Background: an optimization exercise with open tools, aiming at small area. Do not read the settings as production practice. Function was checked by simulation only, so behaviour that the tests miss may differ from the original. No activity file was given, so power comes from the tool's default toggle rates.

**design/flow/design.v**
```verilog
module line_drawer2
(
    output logic [8:0] px, py,
    output logic on,
    input logic clk, zero, ldb, clearing, drawing, show,
    input logic [5:0] c,
    input logic vis, xmaj, sx, sy,
    input logic [5:0] n, m,
    input logic [7:0] bx, by
);
    logic [6:0] h, t;
    logic c0, minor, fwd, upd, back, keep, mv, xs, ys, dx, dy, stx, sty;
    logic [8:0] pxb, pyb, pxn, pyn;
    assign c0 = (c == 6'd0);
    assign t = {1'b0, c} + {1'b1, ~n};           
    assign fwd = t[6] | (t == 7'd0);             
    assign upd = t[6];                           
    assign back = (t == 7'd1);                   
    assign minor = h[6];
    assign keep = ~(zero | ldb);
    assign mv = clearing | (drawing & ~c0 & (fwd | back));
    assign xs = clearing ? (py[7:0] == 8'hff) : (xmaj | minor);
    assign ys = clearing | ~xmaj | minor;
    assign dx = clearing | (sx ^ back);
    assign dy = clearing | (sy ^ back);
    assign stx = keep & mv & xs;
    assign sty = keep & mv & ys;
    assign pxb = {keep & px[8], bx | ({8{keep}} & px[7:0])};
    assign pyb = {keep & py[8], by | ({8{keep}} & py[7:0])};
    assign pxn = pxb + {{8{stx & ~dx}}, stx};
    assign pyn = pyb + {{8{sty & ~dy}}, sty};
    assign on = drawing & vis & show & ~c0;
    logic [6:0] ha, hb, hc, hn;
    logic hcin;
    assign ha = c0 ? {2'b00, n[5:1]} : h;
    assign hb = (c0 | upd) ? {1'b1, ~m} : 7'd0;
    assign hc = (~c0 & upd & minor) ? {1'b0, n} : 7'd0;
    assign hcin = c0 ? n[0] : upd;
    assign hn = ha + hb + hc + {6'd0, hcin};
    always_ff @(posedge clk) begin
        px <= pxn;
        py <= {pyn[8] & ~clearing, pyn[7:0]};
        h <= hn;
    end
endmodule
module Animation
(
    output logic [10:0] x, y,
    output logic colour, GameClock,
    input logic forceClear,
    input logic clk, rst,
    input logic [7:0] xin, yin, titlex, titley,
    input logic [79:0] ex, ey
);
    logic [17:0] FrameClock;    
    logic first;                
    always_ff @(posedge clk)
        if (rst) begin
            FrameClock <= '0;
            first <= 1'b1;
        end else begin
            FrameClock <= FrameClock[17] ? 18'd0 : FrameClock + 18'd1;
            if (FrameClock[17]) first <= 1'b0;
        end
    assign GameClock = FrameClock[17];
    logic clearing, drawing, zero, show;
    assign drawing = ~FrameClock[17] & FrameClock[16] & (FrameClock[15] | FrameClock[14]);
    assign clearing = ~FrameClock[17] & ~drawing;
    assign zero = rst | FrameClock[17];
    assign show = first | ~forceClear;
    logic mblock, mirror;
    logic [9:0] ta;
    assign mblock = (FrameClock[15:5+7] == 4'd11);
    assign mirror = mblock & FrameClock[5+6];
    assign ta = {FrameClock[15:5+7], FrameClock[5+6] & ~mblock, FrameClock[5+5:6]};
    logic [19-1:0] w;
    always_comb begin
        case (ta)
            10'd256: w = 19'h0f540;
            10'd257: w = 19'h38f40;
            10'd258: w = 19'h30f40;
            10'd259: w = 19'h38f40;
            10'd260: w = 19'h30f40;
            10'd261: w = 19'h0d790;
            10'd262: w = 19'h280a0;
            10'd263: w = 19'h39600;
            10'd264: w = 19'h18800;
            10'd265: w = 19'h39600;
            10'd266: w = 19'h19250;
            10'd267: w = 19'h380a0;
            10'd268: w = 19'h01250;
            10'd269: w = 19'h21600;
            10'd270: w = 19'h28050;
            10'd271: w = 19'h18200;
            10'd272: w = 19'h39400;
            10'd273: w = 19'h18050;
            10'd274: w = 19'h380a0;
            10'd275: w = 19'h09600;
            10'd276: w = 19'h200a0;
            10'd277: w = 19'h396a0;
            10'd278: w = 19'h09650;
            10'd279: w = 19'h39600;
            10'd280: w = 19'h18e50;
            10'd281: w = 19'h38a00;
            10'd282: w = 19'h09050;
            10'd283: w = 19'h30aa0;
            10'd284: w = 19'h38ca0;
            10'd285: w = 19'h108a0;
            10'd286: w = 19'h380a0;
            10'd287: w = 19'h100a0;
            10'd288: w = 19'h396a0;
            10'd289: w = 19'h100a0;
            10'd290: w = 19'h380a0;
            10'd291: w = 19'h01f28;
            10'd292: w = 19'h28038;
            10'd293: w = 19'h00068;
            10'd294: w = 19'h20c38;
            10'd295: w = 19'h28a38;
            10'd296: w = 19'h28030;
            10'd297: w = 19'h38a38;
            10'd298: w = 19'h30c38;
            10'd299: w = 19'h20c00;
            10'd300: w = 19'h0a888;
            10'd301: w = 19'h280a0;
            10'd302: w = 19'h00050;
            10'd303: w = 19'h31600;
            10'd304: w = 19'h02a50;
            10'd305: w = 19'h280a0;
            10'd306: w = 19'h08400;
            10'd307: w = 19'h38800;
            10'd308: w = 19'h02250;
            10'd309: w = 19'h28050;
            10'd310: w = 19'h00aa0;
            10'd311: w = 19'h38a50;
            10'd312: w = 19'h30c50;
            10'd313: w = 19'h10e00;
            10'd314: w = 19'h30800;
            10'd315: w = 19'h00e50;
            10'd316: w = 19'h30aa0;
            10'd317: w = 19'h38ca0;
            10'd318: w = 19'h01050;
            10'd319: w = 19'h30a00;
            10'd320: w = 19'h01850;
            10'd321: w = 19'h280a0;
            10'd322: w = 19'h01650;
            10'd323: w = 19'h31600;
            10'd324: w = 19'h01650;
            10'd325: w = 19'h280a0;
            10'd326: w = 19'h01ea0;
            10'd327: w = 19'h31600;
            10'd328: w = 19'h296a0;
            10'd329: w = 19'h39600;
            10'd330: w = 19'h10990;
            10'd331: w = 19'h31600;
            10'd332: w = 19'h38050;
            10'd333: w = 19'h29600;
            10'd334: w = 19'h28050;
            10'd335: w = 19'h39600;
            10'd336: w = 19'h108a0;
            10'd337: w = 19'h31600;
            10'd338: w = 19'h380a0;
            10'd339: w = 19'h29600;
            10'd340: w = 19'h200a0;
            10'd341: w = 19'h11e00;
            10'd342: w = 19'h31600;
            10'd343: w = 19'h28250;
            10'd344: w = 19'h032f0;
            10'd345: w = 19'h31600;
            10'd346: w = 19'h10800;
            10'd347: w = 19'h31600;
            10'd348: w = 19'h10850;
            10'd349: w = 19'h31600;
            10'd350: w = 19'h288a0;
            10'd351: w = 19'h11aa0;
            10'd352: w = 19'h380a0;
            10'd353: w = 19'h046a0;
            10'd354: w = 19'h31600;
            10'd355: w = 19'h380a0;
            10'd356: w = 19'h034a0;
            10'd357: w = 19'h31600;
            10'd358: w = 19'h03400;
            10'd359: w = 19'h280a0;
            10'd360: w = 19'h39600;
            10'd361: w = 19'h016a0;
            10'd362: w = 19'h31600;
            10'd363: w = 19'h03400;
            10'd364: w = 19'h280a0;
            10'd365: w = 19'h39600;
            10'd366: w = 19'h01650;
            10'd367: w = 19'h31000;
            10'd368: w = 19'h01050;
            10'd369: w = 19'h31600;
            10'd370: w = 19'h10590;
            10'd371: w = 19'h380f0;
            10'd372: w = 19'h39450;
            10'd373: w = 19'h39000;
            10'd374: w = 19'h31450;
            10'd375: w = 19'h300f0;
            10'd376: w = 19'h75002;
            10'd377: w = 19'h35002;
            10'd378: w = 19'h0bcf2;
            10'd379: w = 19'h30aa2;
            10'd380: w = 19'h38aa2;
            10'd381: w = 19'h30aa2;
            10'd382: w = 19'h38aa2;
            10'd383: w = 19'h19452;
            10'd384: w = 19'h30142;
            10'd385: w = 19'h0c0f2;
            10'd386: w = 19'h200a2;
            10'd387: w = 19'h02402;
            10'd388: w = 19'h32402;
            10'd389: w = 19'h02402;
            10'd390: w = 19'h280a2;
            10'd391: w = 19'h1a402;
            10'd392: w = 19'h2a402;
            10'd393: w = 19'h028a2;
            10'd394: w = 19'h280a2;
            10'd395: w = 19'h0007a;
            10'd396: w = 19'h3242a;
            10'd397: w = 19'h03852;
            10'd398: w = 19'h28142;
            10'd399: w = 19'h1fa02;
            10'd400: w = 19'h1a602;
            10'd401: w = 19'h2d002;
            10'd402: w = 19'h2d002;
            10'd403: w = 19'h7c603;
            10'd404: w = 19'h3c603;
            10'd405: w = 19'h0bc53;
            10'd406: w = 19'h280a3;
            10'd407: w = 19'h0948b;
            10'd408: w = 19'h2143b;
            10'd409: w = 19'h2943b;
            10'd410: w = 19'h28033;
            10'd411: w = 19'h3943b;
            10'd412: w = 19'h3143b;
            10'd413: w = 19'h3803b;
            10'd414: w = 19'h1003b;
            10'd415: w = 19'h21403;
            10'd416: w = 19'h1a83b;
            10'd417: w = 19'h314a3;
            10'd418: w = 19'h394a3;
            10'd419: w = 19'h19453;
            10'd420: w = 19'h3011b;
            10'd421: w = 19'h3011b;
            10'd422: w = 19'h0bc53;
            10'd423: w = 19'h3a81b;
            10'd424: w = 19'h38023;
            10'd425: w = 19'h2a81b;
            10'd426: w = 19'h03c53;
            10'd427: w = 19'h32803;
            10'd428: w = 19'h02803;
            10'd429: w = 19'h280a3;
            10'd430: w = 19'h00053;
            10'd431: w = 19'h32803;
            10'd432: w = 19'h03ca3;
            10'd433: w = 19'h2811b;
            10'd434: w = 19'h2811b;
            10'd435: w = 19'h15aa3;
            10'd436: w = 19'h31403;
            10'd437: w = 19'h19ea3;
            10'd438: w = 19'h2c603;
            10'd439: w = 19'h2c603;
            10'd440: w = 19'h58404;
            10'd441: w = 19'h380a4;
            10'd442: w = 19'h10044;
            10'd443: w = 19'h32064;
            10'd444: w = 19'h0984c;
            10'd445: w = 19'h3985c;
            10'd446: w = 19'h11874;
            10'd447: w = 19'h38074;
            10'd448: w = 19'h19854;
            10'd449: w = 19'h380a4;
            10'd450: w = 19'h18054;
            10'd451: w = 19'h3c804;
            10'd452: w = 19'h380a4;
            10'd453: w = 19'h2bc04;
            10'd454: w = 19'h280a4;
            10'd455: w = 19'h28c04;
            10'd456: w = 19'h20144;
            10'd457: w = 19'h18c34;
            10'd458: w = 19'h3b004;
            10'd459: w = 19'h38044;
            10'd460: w = 19'h2b004;
            10'd461: w = 19'h20044;
            10'd462: w = 19'h034bc;
            10'd463: w = 19'h3903c;
            10'd464: w = 19'h3103c;
            10'd465: w = 19'h21034;
            10'd466: w = 19'h29034;
            10'd467: w = 19'h00034;
            10'd468: w = 19'h3103c;
            10'd469: w = 19'h3903c;
            10'd470: w = 19'h3806c;
            10'd471: w = 19'h1087c;
            10'd472: w = 19'h3202c;
            10'd473: w = 19'h11804;
            10'd474: w = 19'h38014;
            10'd475: w = 19'h18024;
            10'd476: w = 19'h38074;
            10'd477: w = 19'h198c4;
            10'd478: w = 19'h38064;
            10'd479: w = 19'h3a474;
            10'd480: w = 19'h31844;
            10'd481: w = 19'h38044;
            10'd482: w = 19'h38c04;
            10'd483: w = 19'h300a4;
            10'd484: w = 19'h22404;
            10'd485: w = 19'h28034;
            10'd486: w = 19'h39804;
            10'd487: w = 19'h29844;
            10'd488: w = 19'h21844;
            10'd489: w = 19'h20064;
            10'd490: w = 19'h31844;
            10'd491: w = 19'h3a444;
            10'd492: w = 19'h30034;
            10'd493: w = 19'h22444;
            10'd494: w = 19'h2a474;
            10'd495: w = 19'h128fc;
            10'd496: w = 19'h3903c;
            10'd497: w = 19'h3103c;
            10'd498: w = 19'h21034;
            10'd499: w = 19'h29034;
            10'd500: w = 19'h00834;
            10'd501: w = 19'h2103c;
            10'd502: w = 19'h2903c;
            10'd503: w = 19'h3a034;
            10'd504: w = 19'h2903c;
            10'd505: w = 19'h2103c;
            10'd506: w = 19'h12834;
            10'd507: w = 19'h3103c;
            10'd508: w = 19'h3903c;
            10'd509: w = 19'h3806c;
            10'd510: w = 19'h118a4;
            10'd511: w = 19'h28a2c;
            10'd512: w = 19'h0067c;
            10'd513: w = 19'h308a4;
            10'd514: w = 19'h388a4;
            10'd515: w = 19'h310a4;
            10'd516: w = 19'h388a4;
            10'd517: w = 19'h1006c;
            10'd518: w = 19'h3103c;
            10'd519: w = 19'h3903c;
            10'd520: w = 19'h29034;
            10'd521: w = 19'h21034;
            10'd522: w = 19'h28034;
            10'd523: w = 19'h3903c;
            10'd524: w = 19'h3103c;
            10'd525: w = 19'h180c4;
            10'd526: w = 19'h2103c;
            10'd527: w = 19'h2903c;
            10'd528: w = 19'h3a034;
            10'd529: w = 19'h2903c;
            10'd530: w = 19'h2103c;
            10'd531: w = 19'h05124;
            10'd532: w = 19'h3103c;
            10'd533: w = 19'h3903c;
            10'd534: w = 19'h3806c;
            10'd535: w = 19'h0203c;
            10'd536: w = 19'h31034;
            10'd537: w = 19'h39034;
            10'd538: w = 19'h2903c;
            10'd539: w = 19'h2103c;
            10'd540: w = 19'h00834;
            10'd541: w = 19'h2103c;
            10'd542: w = 19'h2903c;
            10'd543: w = 19'h3a034;
            10'd544: w = 19'h2903c;
            10'd545: w = 19'h2103c;
            10'd546: w = 19'h0183c;
            10'd547: w = 19'h28074;
            10'd548: w = 19'h000a4;
            10'd549: w = 19'h28014;
            10'd550: w = 19'h03814;
            10'd551: w = 19'h280a4;
            10'd552: w = 19'h0007c;
            10'd553: w = 19'h3202c;
            10'd554: w = 19'h03804;
            10'd555: w = 19'h28014;
            10'd556: w = 19'h0b984;
            10'd557: w = 19'h308a4;
            10'd558: w = 19'h388a4;
            10'd559: w = 19'h308a4;
            10'd560: w = 19'h388a4;
            10'd561: w = 19'h0a054;
            10'd562: w = 19'h3c804;
            10'd563: w = 19'h38034;
            10'd564: w = 19'h2bc04;
            10'd565: w = 19'h28044;
            10'd566: w = 19'h3bc04;
            10'd567: w = 19'h38034;
            10'd568: w = 19'h2bc04;
            10'd569: w = 19'h280a4;
            10'd570: w = 19'h28c04;
            10'd571: w = 19'h20144;
            10'd572: w = 19'h1c994;
            10'd573: w = 19'h380a4;
            10'd574: w = 19'h0202c;
            10'd575: w = 19'h3102c;
            10'd576: w = 19'h3902c;
            10'd577: w = 19'h2902c;
            10'd578: w = 19'h2102c;
            10'd579: w = 19'h0202c;
            10'd580: w = 19'h31004;
            10'd581: w = 19'h09854;
            10'd582: w = 19'h310a4;
            10'd583: w = 19'h390a4;
            10'd584: w = 19'h130a4;
            10'd585: w = 19'h390a4;
            10'd586: w = 19'h310a4;
            10'd587: w = 19'h1883c;
            10'd588: w = 19'h3103c;
            10'd589: w = 19'h3903c;
            10'd590: w = 19'h29034;
            10'd591: w = 19'h21034;
            10'd592: w = 19'h28034;
            10'd593: w = 19'h3903c;
            10'd594: w = 19'h3103c;
            10'd595: w = 19'h1086c;
            10'd596: w = 19'h380a4;
            10'd597: w = 19'h100a4;
            10'd598: w = 19'h3a0a4;
            10'd599: w = 19'h1106c;
            10'd600: w = 19'h31004;
            10'd601: w = 19'h0083c;
            10'd602: w = 19'h280a4;
            10'd603: w = 19'h38804;
            10'd604: w = 19'h020a4;
            10'd605: w = 19'h280a4;
            10'd606: w = 19'h130a4;
            10'd607: w = 19'h380a4;
            10'd608: w = 19'h3a004;
            10'd609: w = 19'h1087c;
            10'd610: w = 19'h3202c;
            10'd611: w = 19'h1883c;
            10'd612: w = 19'h3103c;
            10'd613: w = 19'h3903c;
            10'd614: w = 19'h29034;
            10'd615: w = 19'h21034;
            10'd616: w = 19'h28034;
            10'd617: w = 19'h3903c;
            10'd618: w = 19'h3103c;
            10'd619: w = 19'h0486c;
            10'd620: w = 19'h280a4;
            10'd621: w = 19'h008a4;
            10'd622: w = 19'h280a4;
            10'd623: w = 19'h020f4;
            10'd624: w = 19'h30c04;
            10'd625: w = 19'h3086c;
            10'd626: w = 19'h3a014;
            10'd627: w = 19'h3885c;
            10'd628: w = 19'h38c04;
            10'd629: w = 19'h22544;
            10'd630: w = 19'h2a544;
            10'd631: w = 19'h1188c;
            10'd632: w = 19'h31804;
            10'd633: w = 19'h20c8c;
            10'd634: w = 19'h28c8c;
            10'd635: w = 19'h60001;
            10'd636: w = 19'h00629;
            10'd637: w = 19'h30c01;
            10'd638: w = 19'h00819;
            10'd639: w = 19'h30401;
            10'd640: w = 19'h08291;
            10'd641: w = 19'h28059;
            10'd642: w = 19'h08019;
            10'd643: w = 19'h28029;
            10'd644: w = 19'h08201;
            10'd645: w = 19'h28011;
            10'd646: w = 19'h10411;
            10'd647: w = 19'h38009;
            10'd648: w = 19'h00a59;
            10'd649: w = 19'h20001;
            10'd650: w = 19'h11001;
            10'd651: w = 19'h20001;
            10'd652: w = 19'h00001;
            10'd653: w = 19'h00001;
            10'd654: w = 19'h00001;
            10'd655: w = 19'h00001;
            10'd656: w = 19'h00001;
            10'd657: w = 19'h00001;
            10'd658: w = 19'h00001;
            10'd659: w = 19'h00001;
            10'd660: w = 19'h00001;
            10'd661: w = 19'h00001;
            10'd662: w = 19'h00001;
            10'd663: w = 19'h00001;
            10'd664: w = 19'h00001;
            10'd665: w = 19'h00001;
            10'd666: w = 19'h00001;
            10'd667: w = 19'h00001;
            10'd668: w = 19'h00001;
            10'd669: w = 19'h00001;
            10'd670: w = 19'h00001;
            10'd671: w = 19'h00001;
            10'd672: w = 19'h00001;
            10'd673: w = 19'h00001;
            10'd674: w = 19'h00001;
            10'd675: w = 19'h00001;
            10'd676: w = 19'h00001;
            10'd677: w = 19'h00001;
            10'd678: w = 19'h00001;
            10'd679: w = 19'h00001;
            10'd680: w = 19'h00001;
            10'd681: w = 19'h00001;
            10'd682: w = 19'h00001;
            10'd683: w = 19'h00001;
            10'd684: w = 19'h00001;
            10'd685: w = 19'h00001;
            10'd686: w = 19'h00001;
            10'd687: w = 19'h00001;
            10'd688: w = 19'h00001;
            10'd689: w = 19'h00001;
            10'd690: w = 19'h00001;
            10'd691: w = 19'h00001;
            10'd692: w = 19'h00001;
            10'd693: w = 19'h00001;
            10'd694: w = 19'h00001;
            10'd695: w = 19'h00001;
            10'd696: w = 19'h00001;
            10'd697: w = 19'h00001;
            10'd698: w = 19'h00001;
            10'd699: w = 19'h00001;
            10'd700: w = 19'h00001;
            10'd701: w = 19'h00001;
            10'd702: w = 19'h00001;
            10'd703: w = 19'h00001;
            10'd704: w = 19'h48209;
            10'd705: w = 19'h28841;
            10'd706: w = 19'h18409;
            10'd707: w = 19'h38209;
            10'd708: w = 19'h38019;
            10'd709: w = 19'h00209;
            10'd710: w = 19'h28031;
            10'd711: w = 19'h18419;
            10'd712: w = 19'h38009;
            10'd713: w = 19'h08209;
            10'd714: w = 19'h28021;
            10'd715: w = 19'h08209;
            10'd716: w = 19'h28009;
            10'd717: w = 19'h104a1;
            10'd718: w = 19'h38011;
            10'd719: w = 19'h10271;
            10'd720: w = 19'h28821;
            10'd721: w = 19'h10439;
            10'd722: w = 19'h28631;
            10'd723: w = 19'h10669;
            10'd724: w = 19'h28821;
            10'd725: w = 19'h38619;
            10'd726: w = 19'h10659;
            10'd727: w = 19'h28439;
            10'd728: w = 19'h08439;
            10'd729: w = 19'h08439;
            10'd730: w = 19'h08439;
            10'd731: w = 19'h08439;
            10'd732: w = 19'h08439;
            10'd733: w = 19'h08439;
            10'd734: w = 19'h08439;
            10'd735: w = 19'h08439;
            10'd768: w = 19'h40a2d;
            10'd769: w = 19'h28055;
            10'd770: w = 19'h00055;
            10'd771: w = 19'h31405;
            10'd772: w = 19'h18055;
            10'd773: w = 19'h29405;
            10'd774: w = 19'h19405;
            10'd775: w = 19'h30055;
            10'd776: w = 19'h40a2d;
            10'd777: w = 19'h28055;
            10'd778: w = 19'h00055;
            10'd779: w = 19'h31405;
            10'd780: w = 19'h18055;
            10'd781: w = 19'h29405;
            10'd782: w = 19'h19405;
            10'd783: w = 19'h30055;
            10'd784: w = 19'h40a2d;
            10'd785: w = 19'h28055;
            10'd786: w = 19'h00055;
            10'd787: w = 19'h31405;
            10'd788: w = 19'h18055;
            10'd789: w = 19'h29405;
            10'd790: w = 19'h19405;
            10'd791: w = 19'h30055;
            10'd792: w = 19'h40a2d;
            10'd793: w = 19'h28055;
            10'd794: w = 19'h00055;
            10'd795: w = 19'h31405;
            10'd796: w = 19'h18055;
            10'd797: w = 19'h29405;
            10'd798: w = 19'h19405;
            10'd799: w = 19'h30055;
            10'd800: w = 19'h40a2d;
            10'd801: w = 19'h28055;
            10'd802: w = 19'h00055;
            10'd803: w = 19'h31405;
            10'd804: w = 19'h18055;
            10'd805: w = 19'h29405;
            10'd806: w = 19'h19405;
            10'd807: w = 19'h30055;
            10'd808: w = 19'h40a2d;
            10'd809: w = 19'h28055;
            10'd810: w = 19'h00055;
            10'd811: w = 19'h31405;
            10'd812: w = 19'h18055;
            10'd813: w = 19'h29405;
            10'd814: w = 19'h19405;
            10'd815: w = 19'h30055;
            10'd816: w = 19'h40a2d;
            10'd817: w = 19'h28055;
            10'd818: w = 19'h00055;
            10'd819: w = 19'h31405;
            10'd820: w = 19'h18055;
            10'd821: w = 19'h29405;
            10'd822: w = 19'h19405;
            10'd823: w = 19'h30055;
            10'd824: w = 19'h40a2d;
            10'd825: w = 19'h28055;
            10'd826: w = 19'h00055;
            10'd827: w = 19'h31405;
            10'd828: w = 19'h18055;
            10'd829: w = 19'h29405;
            10'd830: w = 19'h19405;
            10'd831: w = 19'h30055;
            default: w = '0;
        endcase
    end
    logic load, vis, xmaj, sx, sy, sx0;
    logic [5:0] ax, ay, n, m;
    logic [2:0] grp;
    assign {load, vis, sx0, sy, ax, ay, grp} = w;
    assign sx = sx0 ^ mirror;
    assign xmaj = (ax >= ay);
    assign n = xmaj ? ax : ay;      
    assign m = xmaj ? ay : ax;      
    logic [7:0] bx, by;
    logic [2:0] k;
    logic [11:0] sel;
    assign k = FrameClock[11:9];
    logic ldb;
    assign ldb = drawing & (FrameClock[5:0] == 6'd0) & load & ~rst;
    always_comb begin
        sel = '0;
        if (ldb)
            case (grp)
                3'd0: ;
                3'd1: sel[0] = 1'b1;
                3'd2: sel[1] = 1'b1;
                3'd3: sel[2] = 1'b1;
                3'd4: sel[3] = 1'b1;
                default: sel[4 + k] = 1'b1;
            endcase
    end
    always_comb begin
        bx = ({8{sel[0]}} & xin) | ({8{sel[1]}} & ex[8*9 +: 8]) | ({8{sel[2]}} & ex[8*0 +: 8]) | ({8{sel[3]}} & titlex);
        by = ({8{sel[0]}} & yin) | ({8{sel[1]}} & ey[8*9 +: 8]) | ({8{sel[2]}} & ey[8*0 +: 8]) | ({8{sel[3]}} & titley);
        for (int i = 0; i < 8; i++) begin
            bx = bx | ({8{sel[4 + i]}} & ex[8*i + 8 +: 8]);
            by = by | ({8{sel[4 + i]}} & ey[8*i + 8 +: 8]);
        end
    end
    logic [8:0] px, py;
    logic on;
    line_drawer2 pen(.px, .py, .on, .clk, .zero, .ldb, .clearing, .drawing, .show, .c(FrameClock[5:0]),
                     .vis, .xmaj, .sx, .sy, .n, .m, .bx, .by);
    logic border, hide;
    assign border = (px == 9'd0) | (px == 9'd200) | (px == 9'd319) | (py[7:0] == 8'd0) | (py[7:0] == 8'd239);
    assign hide = ~clearing & ~on;
    assign x = {2'b00, px};
    assign y = {2'b00, py[8] | hide, py[7:0]};
    assign colour = ~clearing | (border & show);
endmodule
```
**design/flow/flow/run.sh**
```bash
#!/bin/bash
# Own layout flow: the standard ORFS flow (standard.sh) with these changes:
#  - synthesis optimises and maps the logic with an area-oriented ABC script
#    (flow/abc_area.script, which ABC_AREA=1 selects) instead of ORFS's;
#  - adders are left to ABC as plain logic (no ADDER_MAP_FILE half/full adder cells, and no
#    Kogge-Stone carry-lookahead map: SYNTH_OPERATIONS_ARGS only repeats -nofsm);
#    the registers, their names and their cells are those of the standard synthesis;
#  - port buffering uses sky130_fd_sc_hd__buf_1 for the buffer on every input and output port.
# Each tool's full output goes to a log file in the work folder (and ORFS's own logs under orfs/logs).
set -euo pipefail
W=$(pwd)
rm -rf "$W/scripts_abc"
cp -r "$FLOW_HOME/scripts" "$W/scripts_abc"
cp "$W/flow/abc_area.script" "$W/scripts_abc/abc_area.script"
bash "$W/standard.sh" "SCRIPTS_DIR=$W/scripts_abc" "ADDER_MAP_FILE=" "SYNTH_OPERATIONS_ARGS=-nofsm" \
    "BUFFER_PORTS_ARGS=-buffer_cell sky130_fd_sc_hd__buf_1" finish > "$W/flow_make.log" 2>&1
test -f "$W/out/final.def"
```
**design/flow/flow/abc_area.script**
```
strash
&get -n
&deepsyn -T 120
&dch -f
&nf -R 1000 -p -F 8 -A 4 -a -C 32
&put
```
**design/flow/standard.sh**
```bash
#!/bin/bash
# synth_recipe.tcl (not shown) runs the flow's synth.tcl, then flattens the netlist and writes it again
# the make line also repeats each setting of config.mk as NAME=value (left out here)
make -C /OpenROAD-flow-scripts/flow DESIGN_CONFIG=/design/flow/config.mk WORK_HOME=/design/flow/orfs CLKGATE_MAP_FILE= SYNTH_SCRIPT=/design/flow/synth_recipe.tcl "${@:-finish}"
```
**design/flow/config.mk**
```make
export PLATFORM = sky130hd
export DESIGN_NAME = Animation
export DESIGN_NICKNAME = Animation
export VERILOG_FILES = /design/flow/design.v
export SDC_FILE = /design/flow/constraint.sdc
export NUM_CORES = 8
export LEC_CHECK = 0
export ABC_AREA = 1
export CAP_MARGIN = 10
export CORE_MARGIN = 2
export CORE_UTILIZATION = 25
export GPL_TIMING_DRIVEN = 0
export PLACE_DENSITY = 0.35
export SLEW_MARGIN = 10
export SYNTH_MEMORY_MAX_BITS = 65536
```
**design/flow/constraint.sdc**
```tcl
create_clock -name core_clock -period 20.0 [get_ports {clk}]
set_input_delay 4.0000 -clock core_clock [delete_from_list [all_inputs] [get_ports {clk}]]
set_output_delay 4.0000 -clock core_clock [all_outputs]
set_load 0.01 [all_outputs]
```
==> flow_summary.json, run 1 <==
{
  "avgSynthCellArea_um2": 6.49,
  "fmax_ghz": 0.0750,
  "cts_buffer_depth": 2,
  "setup_viol": 0,
  "instances_no_fill": 1835,
  "cellPowerDensity_nw_per_um2": 28.1,
  "p_sw_share_pct": 32.6,
  "gr-usage-met3_pct": 15.8,
  "cts_resized": 0,
  "syn_to_final_growth_pct": 24.9,
  "fin_util_pct": 31.6,
  "initial_core_util_pct": 25.3,
  "wl_per_cell_um": 36.7,
  "fillers": 3520,
  "use_met2_pct": 60.1,
  "p_clk_share_pct": 33.9,
  "cp-startpoint": "FrameClock[6]",
  "relSlewSlack_pct": 8.07,
  "first_global_vias": 12800,
  "rsz0062_at_grt": "false",
  "cp-end-kind": "flip-flop",
  "place_ws_ps": 7120,
  "nets": 1628,
  "dieArea_um2": 32300,
  "drc": 0,
  "portBuffers": 214,
  "worst_path_most_repeated_cell": "nand2_1",
  "cts_hold_buf": 0,
  "coreArea_um2": 30500,
  "arrival_ps": 13520,
  "regArea_um2": 891,
  "final_antenna_net_count": 0,
  "fin_tns_setup_ps": 0,
  "pwr-share-seq_pct": 37.9,
  "max-cap-violations": 0,
  "rr_startpoint": "FrameClock[6]",
  "clockRootBuffer": "clkbuf_16",
  "routed_wl_mm": 67.3,
  "fp.dieW_um": 180,
  "crit_slowest_cell": "nand2_1",
  "grt_use_total_pct": 39.8,
  "cts_sinks": 44,
  "path_buf_inv": 2,
  "clk_pin_slew_ps": 80,
  "synth_edf_count": 0,
  "path_max_fanout": 26,
  "layout_min_cycle_time_ps": 13330,
  "grt_max_degree": 37,
  "synth_seq_cells": 44,
  "yosysSeqAreaShare_pct": 11.4,
  "critPathRequiredTime_ps": 20190,
  "critPathTopFamily": "compound AO/OA/AOI/OAI gates",
  "timing_worst_setup_path_type": "flip-flop to flip-flop",
  "cpPeakStageDelay_ps": 1330,
  "timing.hold.ws_ps": 462,
  "min_path_type": "flip-flop to flip-flop",
  "vias_per_cell": 7.27,
  "postCtsSetupBuffers": 0,
  "min_from": "first",
  "leakagePower_nw": 3.02,
  "grt_overflow_total": 0,
  "die_y_um": 180,
  "intPower_mw": 0.183,
  "syn_area_um2": 7710,
  "maxSlewViolCount": 0,
  "numCtsBuffers": 5,
  "worstSkewPairLatency_ps": 310,
  "ir_drop_mv": 0.0337,
  "critPathLaunchType": "flip-flop",
  "cts_max_level": 2,
  "busiest_layer": "met2",
  "fin_crit_sh_pct": 66.7,
  "ys_warn_count": 2,
  "drt-initial-drc-count": 2463,
  "ys.flop_type": "dfxtp_1",
  "vias": 13300,
  "p_switching_mw": 0.0882,
  "antenna_found_initial": 8,
  "syn_inst": 1188,
  "grt_pass1_wl_mm": 94.0,
  "rows": 64,
  "finalHoldViolCount": 0,
  "async_flop_share_pct": 0,
  "fin_ws_ps": 6670,
  "multiInputGateArea_um2": 6790,
  "pin_count": 219,
  "pwr-share-comb_pct": 28.2,
  "dp_hpwl_mm": 49.6,
  "clock-skew-final_ps": 12.4,
  "gp_congestion": 1.11,
  "placed_cells": 1821,
  "drive_above_1_share_pct": 5.16,
  "outcome": "no timing/DRC/antenna violations",
  "met1_usage_pct": 46.0,
  "synth_cell_types": 61,
  "cts_tree": "done",
  "drt_pass1_iterations": 8,
  "worstMarginPinSlew_ps": 1370
}
==> area by class of cell <==
class                           instances  share of cell area, %
Tap cell                              396                   5.14
Multi-Input combinational cell       1121                   70.5
Timing Repair Buffer                  235                   11.9
Sequential cell                        44                   9.25
Inverter                               14                  0.546
Buffer                                 12                  0.935
Clock inverter                          2                  0.156
Clock buffer                            6                   1.44
Antenna cell                            5                  0.130
==> logic make-up after synthesis <==
family	count (synthesis)	share of synthesized area (%)
AOI/OAI and AO/OA	499	44.8
xor gates and xnor gates	50	5.68
adders and majority gates	11	1.43
buffers and inverters	26	1.85
DFF	44	11.4
muxes	6	0.779
other	1	0.0486
and+or+nand+nor	551	34.0
==> metal layers <==
layer / vias up / share of wire (%)
li1: 5328 / -
met1: 6313 / 35
met2: 1281 / 42
met3: 421 / 14
met4: 2 / 9.1
met5: - / 0.013
==> layout by cell type (no fill, tap or decap), types with 8 or more instances in the layout <==
cell and n:
o221ai_1 12, a221oi_1 19, dfxtp_2 8, nand4_1 21, and4_1 14, a311oi_1 11, o21a_1 8, a222oi_1 52
a31oi_1 25, dfxtp_1 36, xor2_1 21, or2_0 9, nor3_1 59, nand2_1 148, nand3_1 39, nor2_1 140
nand2b_1 21, and2_0 10, a211oi_1 11, a22o_1 14, nor4_1 18, buf_4 14, maj3_1 11, buf_1 214
nor2_2 16, a22oi_1 8, o22ai_1 19, nor2b_1 21, clkinv_1 14, o311ai_0 8, a21oi_1 117, xnor2_1 29
o211ai_1 17, o21ai_0 98, o2111ai_1 11, and3_1 11
==> final timing paths <==
path               end  slack [ps]  cells after the start
max          pen.px[6]        6670                     38
min              first         460                      1
max reg2reg  pen.px[6]        6670                     38
min reg2reg      first         460                      1
==> synth_stat cells, types with 10 or more instances <==
library cell,count,area [µm²]
nor2_1,156,586
nand2_1,148,556
a21oi_1,117,586
o21ai_0,99,495
nor3_1,60,300
a222oi_1,52,521
dfxtp_1,44,881
nand3_1,39,195
xnor2_1,29,254
nor2b_1,26,163
a31oi_1,25,156
nand2b_1,21,131
nand4_1,21,131
xor2_1,21,184
a221oi_1,19,166
nor4_1,19,119
o22ai_1,19,119
o211ai_1,17,128
a22o_1,14,123
and4_1,14,123
clkinv_1,14,52.6
buf_4,12,90.1
o221ai_1,12,105
a211oi_1,11,82.6
a311oi_1,11,96.3
and3_1,11,68.8
maj3_1,11,110
o2111ai_1,11,96.3
and2_0,10,62.6
==> state kept, by name, indices dropped and copies added, names as in the netlist <==
name / cells
FrameClock: 18
pen.px: 9
pen.py: 9
pen.h: 7
first: 1
==> power by group through the flow <==
stage                     Combinational, mW  Clock [mW]  Sequential (mW)
after floorplan                      0.0506           0            0.102
after global placement               0.0744           0            0.105
after detailed placement             0.0765           0            0.105
after CTS                            0.0771      0.0947            0.103
after global routing                 0.0867      0.0984            0.104
final                                0.0764      0.0918            0.103
==> through the flow <==
step,instance area (µm²),power (mW)
floorplan,7720,0.153
global placement,9020,0.179
detailed placement,9460,0.181
CTS,9610,0.275
global route,9630,0.289
finish,9630,0.271
==> run 2: changes to the inputs <==
--- a/design/flow/config.mk
+++ b/design/flow/config.mk
@@ -6,10 +6,10 @@
 export NUM_CORES = 8
 export LEC_CHECK = 0
 export ABC_AREA = 1
-export CAP_MARGIN = 10
+export CAP_MARGIN = 0
 export CORE_MARGIN = 2
 export CORE_UTILIZATION = 25
 export GPL_TIMING_DRIVEN = 0
 export PLACE_DENSITY = 0.35
-export SLEW_MARGIN = 10
+export SLEW_MARGIN = 0
 export SYNTH_MEMORY_MAX_BITS = 65536
==> run 2 against run 1 <==
Against the previous run: the layout now fails its checks (capacitance limit, slew limit); critical endpoint unchanged; worst hold slack worse by 4.3 ps; synthesized area unchanged; global-route usage up 0.20 points.
==> flow_summary.json, run 2 <==
{
  "outcome": "finished with violations",
  "so_faults": "capacitance limit, slew limit",
  "antenna_found_initial": 5,
  "synth_seq_cells": 44,
  "synth_area_leaders": "dfxtp_1, a21oi_1, nor2_1, nand2_1, a222oi_1",
  "final_antenna_net_count": 0,
  "use_met2_pct": 61.3,
  "cts_sinks": 44,
  "drt_pass1_iterations": 7,
  "cts_max_level": 2,
  "finalHoldViolCount": 0,
  "pwr-share-comb_pct": 27.5,
  "p_clk_share_pct": 35.6,
  "cts_resized": 0,
  "regArea_um2": 890,
  "rsz0062_at_grt": "false",
  "cp-startpoint": "FrameClock[6]",
  "instances_no_fill": 1833,
  "synth_top_cells_by_count": "nor2_1, nand2_1, a21oi_1",
  "synth_compound_area_share_pct": 44.8,
  "ys.flop_type": "dfxtp_1",
  "wl_per_cell_um": 36.9,
  "fin_tns_setup_ps": 0,
  "timing_worst_setup_path_type": "flip-flop to flip-flop",
  "fp.dieW_um": 180,
  "fmax_ghz": 0.0752,
  "layout_commonest_cell": "buf_1",
  "syn_inst": 1188,
  "place_ws_ps": 6690,
  "dieArea_um2": 32300,
  "timing.rr.end": "pen.px[6]",
  "met1_usage_pct": 47.3,
  "grt_max_degree": 39,
  "busiest_layer": "met2",
  "avgSynthCellArea_um2": 6.49,
  "p_switching_mw": 0.0862,
  "arrival_ps": 13490,
  "postCtsSetupBuffers": 0,
  "layout_common_cells": "buf_1, nand2_1, nor2_1, a21oi_1, o21ai_0",
  "ys_warn_count": 2,
  "rr_startpoint": "FrameClock[6]",
  "cts_tree": "done",
  "async_flop_share_pct": 0,
  "gr-usage-met3_pct": 13.7,
  "grt_overflow_total": 0,
  "first_global_vias": 12600,
  "worst_path_most_repeated_cell": "nand2_1",
  "post-synth-top-area-cell": "dfxtp_1",
  "synthXorXnorAreaFrac_pct": 5.68,
  "path_max_fanout": 26,
  "drt-initial-drc-count": 2501,
  "syn_area_um2": 7710,
  "largestRegisters": "FrameClock (18), pen.px (9), pen.py (9)",
  "reg2regPathDepth": 38,
  "p_sw_share_pct": 31.0,
  "grt_use_total_pct": 40.0,
  "pin_count": 219,
  "multiInputGateArea_um2": 6760,
  "maxSlewViolCount": 35,
  "yosysMostFrequentCell": "nor2_1",
  "fillers": 3550,
  "synth-simple-area-share_pct": 34.0,
  "initial_core_util_pct": 25.3,
  "clockRootBuffer": "clkbuf_16",
  "largest_reg_flops": 18,
  "cts_hold_buf": 0,
  "vias": 13300,
  "crit_slowest_cell": "nand2_1",
  "critPathTopFamily": "compound AO/OA/AOI/OAI gates",
  "fin_crit_sh_pct": 66.5,
  "synth_top_area_share_pct": 11.4,
  "top_register": "FrameClock",
  "intPower_mw": 0.192,
  "worstSkewPairLatency_ps": 300,
  "clk_pin_slew_ps": 70,
  "routed_wl_mm": 67.7,
  "synth_edf_count": 0,
  "drive_above_1_share_pct": 4.19,
  "layout_min_cycle_time_ps": 13300,
  "yosysSeqAreaShare_pct": 11.4,
  "worst-path-stages": 38,
  "nets": 1626,
  "cellPowerDensity_nw_per_um2": 29.1,
  "grt_pass1_wl_mm": 94.3,
  "coreArea_um2": 30500,
  "worstMarginPinSlew_ps": 1580,
  "gp_congestion": 1.11,
  "cp-end-kind": "flip-flop",
  "pwr-share-seq_pct": 36.9,
  "crit_end": "pen.px[6]",
  "cts_buffer_depth": 2,
  "path_buf_inv": 2,
  "placed_cells": 1819,
  "relSlewSlack_pct": -5.34,
  "max-cap-violations": 4,
  "cpPeakStageDelay_ps": 1280,
  "die_y_um": 180,
  "r2r_slack_ps": 6700,
  "synth_top_family_by_area": "compound AO/OA/AOI/OAI gates",
  "portBuffers": 214,
  "synth_cell_types": 61,
  "critPathLaunchType": "flip-flop",
  "min_path_type": "flip-flop to flip-flop",
  "rows": 64,
  "synth_fa_ha_area_share_pct": 1.43,
  "synthMuxAreaShare_pct": 0.779,
  "dp_hpwl_mm": 49.2,
  "syn_to_final_growth_pct": 24.0,
  "vias_per_cell": 7.23,
  "leakagePower_nw": 3.01,
  "clock-skew-final_ps": 6.36,
  "setup_viol": 0,
  "numCtsBuffers": 5,
  "critPathRequiredTime_ps": 20180,
  "ir_drop_mv": 0.0430,
  "drc": 0,
  "fin_ws_ps": 6700
}
==> run 2: cell count changes in the layout (fill, tap and decap cells not counted), sizes merged <==
cell	before	now
buf	246	244
clkinv	14	15
clkinvlp	2	0
bufinv	0	1
==> run 2: kinds of logic (layout without fill, tap and decap cells) <==
group	count (synthesis)	count (layout)
compound gates	499	499
xor+xnor	50	50
fa+ha+maj	11	11
buf+inv	26	267
flops	44	44
mux	6	6
other cells	1	9
simple gates	551	551
==> run 2: through the flow <==
stage	utilization (%)	hold slack (ps)	total power [mW]	instance area (µm²)
2_1_floorplan	-	427	0.153	7720
3_3_place_gp	29.6	439	0.179	9020
3_5_place_dp	30.7	444	0.181	9370
4_1_cts	31.3	461	0.282	9540
5_1_grt	31.3	504	0.296	9560
6_report	31.3	458	0.278	9560
==> run 2: layout make-up <==
cell class / count / share of cell area, %
Clock buffer: 6 / 1.35
Sequential cell: 44 / 9.30
Clock inverter: 2 / 0.366
Tap cell: 396 / 5.18
Buffer: 12 / 0.942
Antenna cell: 5 / 0.131
Multi-Input combinational cell: 1121 / 70.7
Inverter: 14 / 0.549
Timing Repair Buffer: 233 / 11.5
==> run 2: worst min-delay path by stage <==
stage | start | endpoint | cells past startpoint
after floorplan | first | first | 1
after global placement | first | first | 1
after detailed placement | first | first | 1
after CTS | first | first | 1
after global routing | first | first | 1
final | first | first | 1
==> run 2: routing by layer <==
layer  part of all wire (%)  wire, µm  up-vias
met1                     36     24400     6285
met2                     42     28400     1257
met5                      0         0        -
met3                     13      9110      403
li1                       -         -     5309
met4                    8.5      5740        0
==> run 2: power groups by stage <==
stage               clock network, mW  registers [mW]  logic, mW
finish                         0.0990           0.102     0.0766
global route                    0.105           0.104     0.0868
CTS                             0.102           0.103     0.0772
detailed placement                  0           0.105     0.0765
global placement                    0           0.105     0.0744
floorplan                           0           0.102     0.0506
==> run 3: changes to the inputs <==
==> design/flow/flow/run.sh (replaced) <==
#!/bin/bash
# Own layout flow: the standard ORFS flow (standard.sh) with these changes:
#  - synthesis optimises and maps the logic with an area-oriented ABC script
#    (flow/abc_area.script, which ABC_AREA=1 selects) instead of ORFS's;
#  - adders are left to ABC as plain logic (no ADDER_MAP_FILE half/full adder cells, and no
#    Kogge-Stone carry-lookahead map: SYNTH_OPERATIONS_ARGS only repeats -nofsm);
#    the registers, their names and their cells are those of the standard synthesis;
#  - port buffering uses sky130_fd_sc_hd__buf_1 for the buffer on every input and output port;
#  - the buffers synthesis puts on pass-through wires are sky130_fd_sc_hd__buf_1 and are removed
#    at floorplan (REMOVE_ABC_BUFFERS), before port buffering;
#  - repair may not use the large buffers (buf_4 and up, bufbuf, bufinv): they are added to the
#    platform's DONT_USE_CELLS list, so repair sizes gates up or uses small buffers.
# Each tool's full output goes to a log file in the work folder (and ORFS's own logs under orfs/logs).
set -euo pipefail
W=$(pwd)
rm -rf "$W/scripts_abc"
cp -r "$FLOW_HOME/scripts" "$W/scripts_abc"
cp "$W/flow/abc_area.script" "$W/scripts_abc/abc_area.script"
DU=$(make -s -C "$FLOW_HOME" DESIGN_CONFIG="$W/config.mk" WORK_HOME="$W/orfs" print-DONT_USE_CELLS 2> "$W/dont_use_print.log" | sed -n 's/^DONT_USE_CELLS: //p')
test -n "$DU"
BIG="sky130_fd_sc_hd__buf_4 sky130_fd_sc_hd__buf_6 sky130_fd_sc_hd__buf_8 sky130_fd_sc_hd__buf_12 sky130_fd_sc_hd__buf_16 sky130_fd_sc_hd__bufbuf_8 sky130_fd_sc_hd__bufbuf_16 sky130_fd_sc_hd__bufinv_8 sky130_fd_sc_hd__bufinv_16"
echo "DONT_USE_CELLS=$DU $BIG" > "$W/dont_use.log"
bash "$W/standard.sh" "SCRIPTS_DIR=$W/scripts_abc" "ADDER_MAP_FILE=" "SYNTH_OPERATIONS_ARGS=-nofsm" \
    "BUFFER_PORTS_ARGS=-buffer_cell sky130_fd_sc_hd__buf_1" \
    "MIN_BUF_CELL_AND_PORTS=sky130_fd_sc_hd__buf_1 A X" "REMOVE_ABC_BUFFERS=1" \
    "DONT_USE_CELLS=$DU $BIG" finish > "$W/flow_make.log" 2>&1
test -f "$W/out/final.def"
--- a/design/flow/config.mk
+++ b/design/flow/config.mk
@@ -6,10 +6,11 @@
 export NUM_CORES = 8
 export LEC_CHECK = 0
 export ABC_AREA = 1
-export CAP_MARGIN = 0
+export CAP_MARGIN = 10
 export CORE_MARGIN = 2
 export CORE_UTILIZATION = 25
+export CTS_BUF_LIST = sky130_fd_sc_hd__clkbuf_8
 export GPL_TIMING_DRIVEN = 0
 export PLACE_DENSITY = 0.35
-export SLEW_MARGIN = 0
+export SLEW_MARGIN = 10
 export SYNTH_MEMORY_MAX_BITS = 65536
==> run 3 against run 2 <==
Against the previous run: the run now finishes clean; die area fell by 0.57%; synthesized area fell by 0.58%; final area fell by 3.1%; sequential power barely moved; core utilization fell by 0.89 points; critical endpoint unchanged; largest power group unchanged.
==> flow_summary.json, run 3 <==
{
  "synth_top_cells_by_count": "nor2_1, nand2_1, a21oi_1",
  "p_switching_mw": 0.0803,
  "routed_wl_mm": 69.0,
  "postCtsSetupBuffers": 0,
  "fin_ws_ps": 6020,
  "relSlewSlack_pct": 8.37,
  "max-cap-violations": 0,
  "gp_congestion": 1.09,
  "syn_to_final_growth_pct": 20.9,
  "wl_per_cell_um": 37.7,
  "cp-end-kind": "flip-flop",
  "fmax_ghz": 0.0716,
  "grt_max_degree": 40,
  "worstSkewPairLatency_ps": 320,
  "portBuffers": 214,
  "async_flop_share_pct": 0,
  "ir_drop_mv": 0.0208,
  "syn_inst": 1188,
  "initial_core_util_pct": 25.2,
  "top_register": "FrameClock",
  "pwr-share-comb_pct": 31.6,
  "first_global_vias": 12300,
  "largestRegisters": "FrameClock (18), pen.px (9), pen.py (9)",
  "cpPeakStageDelay_ps": 820,
  "reg2regPathDepth": 39,
  "outcome": "no timing/DRC/antenna violations",
  "ys.flop_type": "dfxtp_1",
  "layout_min_cycle_time_ps": 13980,
  "antenna_found_initial": 9,
  "drt_pass1_iterations": 10,
  "cts_resized": 0,
  "path_max_fanout": 30,
  "fp.dieW_um": 179,
  "synth_cell_types": 61,
  "synth_seq_cells": 44,
  "place_ws_ps": 6830,
  "leakagePower_nw": 2.90,
  "dp_hpwl_mm": 51.2,
  "critPathRequiredTime_ps": 20210,
  "maxSlewViolCount": 0,
  "clk_pin_slew_ps": 90,
  "avgSynthCellArea_um2": 6.45,
  "grt_pass1_wl_mm": 94.0,
  "synth_edf_count": 0,
  "pwr-share-seq_pct": 43.9,
  "arrival_ps": 14190,
  "synth_area_leaders": "dfxtp_1, a21oi_1, nor2_1, nand2_1, a222oi_1",
  "clock-skew-final_ps": 10.7,
  "intPower_mw": 0.155,
  "yosysMostFrequentCell": "nor2_1",
  "p_sw_share_pct": 34.2,
  "p_clk_share_pct": 24.5,
  "dieArea_um2": 32100,
  "vias_per_cell": 7.21,
  "timing_worst_setup_path_type": "flip-flop to flip-flop",
  "worstMarginPinSlew_ps": 1370,
  "critPathLaunchType": "flip-flop",
  "grt_use_total_pct": 41.7,
  "post-synth-top-area-cell": "dfxtp_1",
  "final_antenna_net_count": 0,
  "synth_top_area_share_pct": 11.5,
  "finalHoldViolCount": 0,
  "clockRootBuffer": "clkbuf_8",
  "cts_sinks": 44,
  "cellPowerDensity_nw_per_um2": 25.4,
  "drt-initial-drc-count": 2328,
  "min_path_cells": 1,
  "numCtsBuffers": 5,
  "fillers": 3564,
  "setup_viol": 0,
  "rsz0062_at_grt": "false",
  "die_y_um": 179,
  "vias": 13200,
  "timing.hold.ws_ps": 483,
  "largest_reg_flops": 18,
  "layout_commonest_cell": "buf_1",
  "ys_warn_count": 2,
  "cts_tree": "done",
  "regArea_um2": 891,
  "rows": 64,
  "min_path_type": "flip-flop to flip-flop",
  "drc": 0,
  "total_power_mw": 0.235,
  "cts_buffer_depth": 2,
  "fin_util_pct": 30.5,
  "multiInputGateArea_um2": 6800,
  "cts_hold_buf": 0,
  "layout_common_cells": "buf_1, nand2_1, nor2_1, a21oi_1, o21ai_0",
  "grt_overflow_total": 0,
  "yosysSeqAreaShare_pct": 11.5,
  "nets": 1621,
  "fin_tns_setup_ps": 0,
  "drive_above_1_share_pct": 4.77,
  "crit_slowest_cell": "nand2_1",
  "cts_max_level": 2,
  "coreArea_um2": 30400,
  "fin_crit_sh_pct": 69.9,
  "syn_area_um2": 7670,
  "pin_count": 219
}
[run 3: power by group through the flow]
stage          clock (mW)  sequential, mW  combinational (mW)
2_1_floorplan           0           0.103              0.0489
3_3_place_gp            0           0.105              0.0724
3_5_place_dp            0           0.105              0.0738
4_1_cts            0.0610           0.103              0.0742
5_1_grt            0.0629           0.104              0.0823
6_report           0.0575           0.103              0.0742
[run 3: area by class of cell]
type	count	area share [%]
Multi-Input combinational cell	1121	73.4
Timing Repair Buffer	240	10.1
Sequential cell	44	9.61
Tap cell	396	5.35
Clock buffer	5	0.743
Inverter	14	0.567
Antenna cell	7	0.189
Clock inverter	2	0.0945
[run 3: logic make-up after synthesis]
kind of cell / share of synthesized area, %
flip-flops: 11.5
adder cells (fa/ha/maj): 1.44
multiplexers: 0.783
XOR/XNOR: 5.71
buffers and inverters: 1.27
AO/OA/AOI/OAI: 45.1
other: 0.0489
AND/OR/NAND/NOR: 34.2
[run 3: worst max-delay path: cells and delay by family, from the launching register on]
kind                       cells  cell delay, ps
AOI/OAI and AO/OA             17            5090
and+or+nand+nor               13            3780
muxes                          1             510
adders and majority gates      5            1940
DFF                            1             690
xor gates and xnor gates       1             220
buffers and inverters          2            1550
[run 3: worst paths after layout]
kind / startpoint / to / slack (ps)
worst min register to register: first / first / 480
worst min-delay path: first / first / 480
worst max register to register: FrameClock[7] / pen.px[6] / 6020
worst max-delay path: FrameClock[7] / pen.px[6] / 6020
[run 3: metrics by stage]
stage / cells / instance area, µm²
final: 1829 / 9270
after detailed placement: 1815 / 9170
after global placement: 1789 / 8930
after CTS: 1822 / 9250
after floorplan: 1179 / 7630
after global routing: 1826 / 9260
[run 3: metal layers]
layer,wire [µm],track usage (%),vias to the layer above
met4,5580,27.3,4
met3,9130,16.3,327
li1,-,-,5310
met2,29700,63.8,1234
met1,24600,48.2,6311
met5,27,0,-

port drivers added, routing unchanged:
The flow's constraints put no driver on any port. The routed layouts listed below were extracted and timed again, unchanged, in two steps. Step 1 (the two cells are an assumption about what drives the block):
set clk [get_ports {clk}]
set_driving_cell -lib_cell sky130_fd_sc_hd__clkbuf_16 $clk
set_driving_cell -lib_cell sky130_fd_sc_hd__buf_2 [delete_from_list [all_inputs] $clk]
Step 2 adds t to the input delays and takes it off the output delays; t is the mean of the earliest and latest rising clock arrival at the registers after step 1. Input paths then give back, and output paths get back, about the clock's delay inside the block. a / b / c = ideal ports / drivers / drivers and shift; a / b = the first two.
run	t, ns	setup WS [ns]	worst setup path at the end	clock arrival spread, ns	worst data-port slew with drivers (ns)
run 1	0.349	6.665 / 6.665 / 6.665	register to register	0.013 / 0.012	0.09
run 2	0.342	6.696 / 6.696 / 6.696	register to register	0.007 / 0.007	0.10
run 3	0.355	6.024 / 6.024 / 6.024	register to register	0.011 / 0.011	0.14
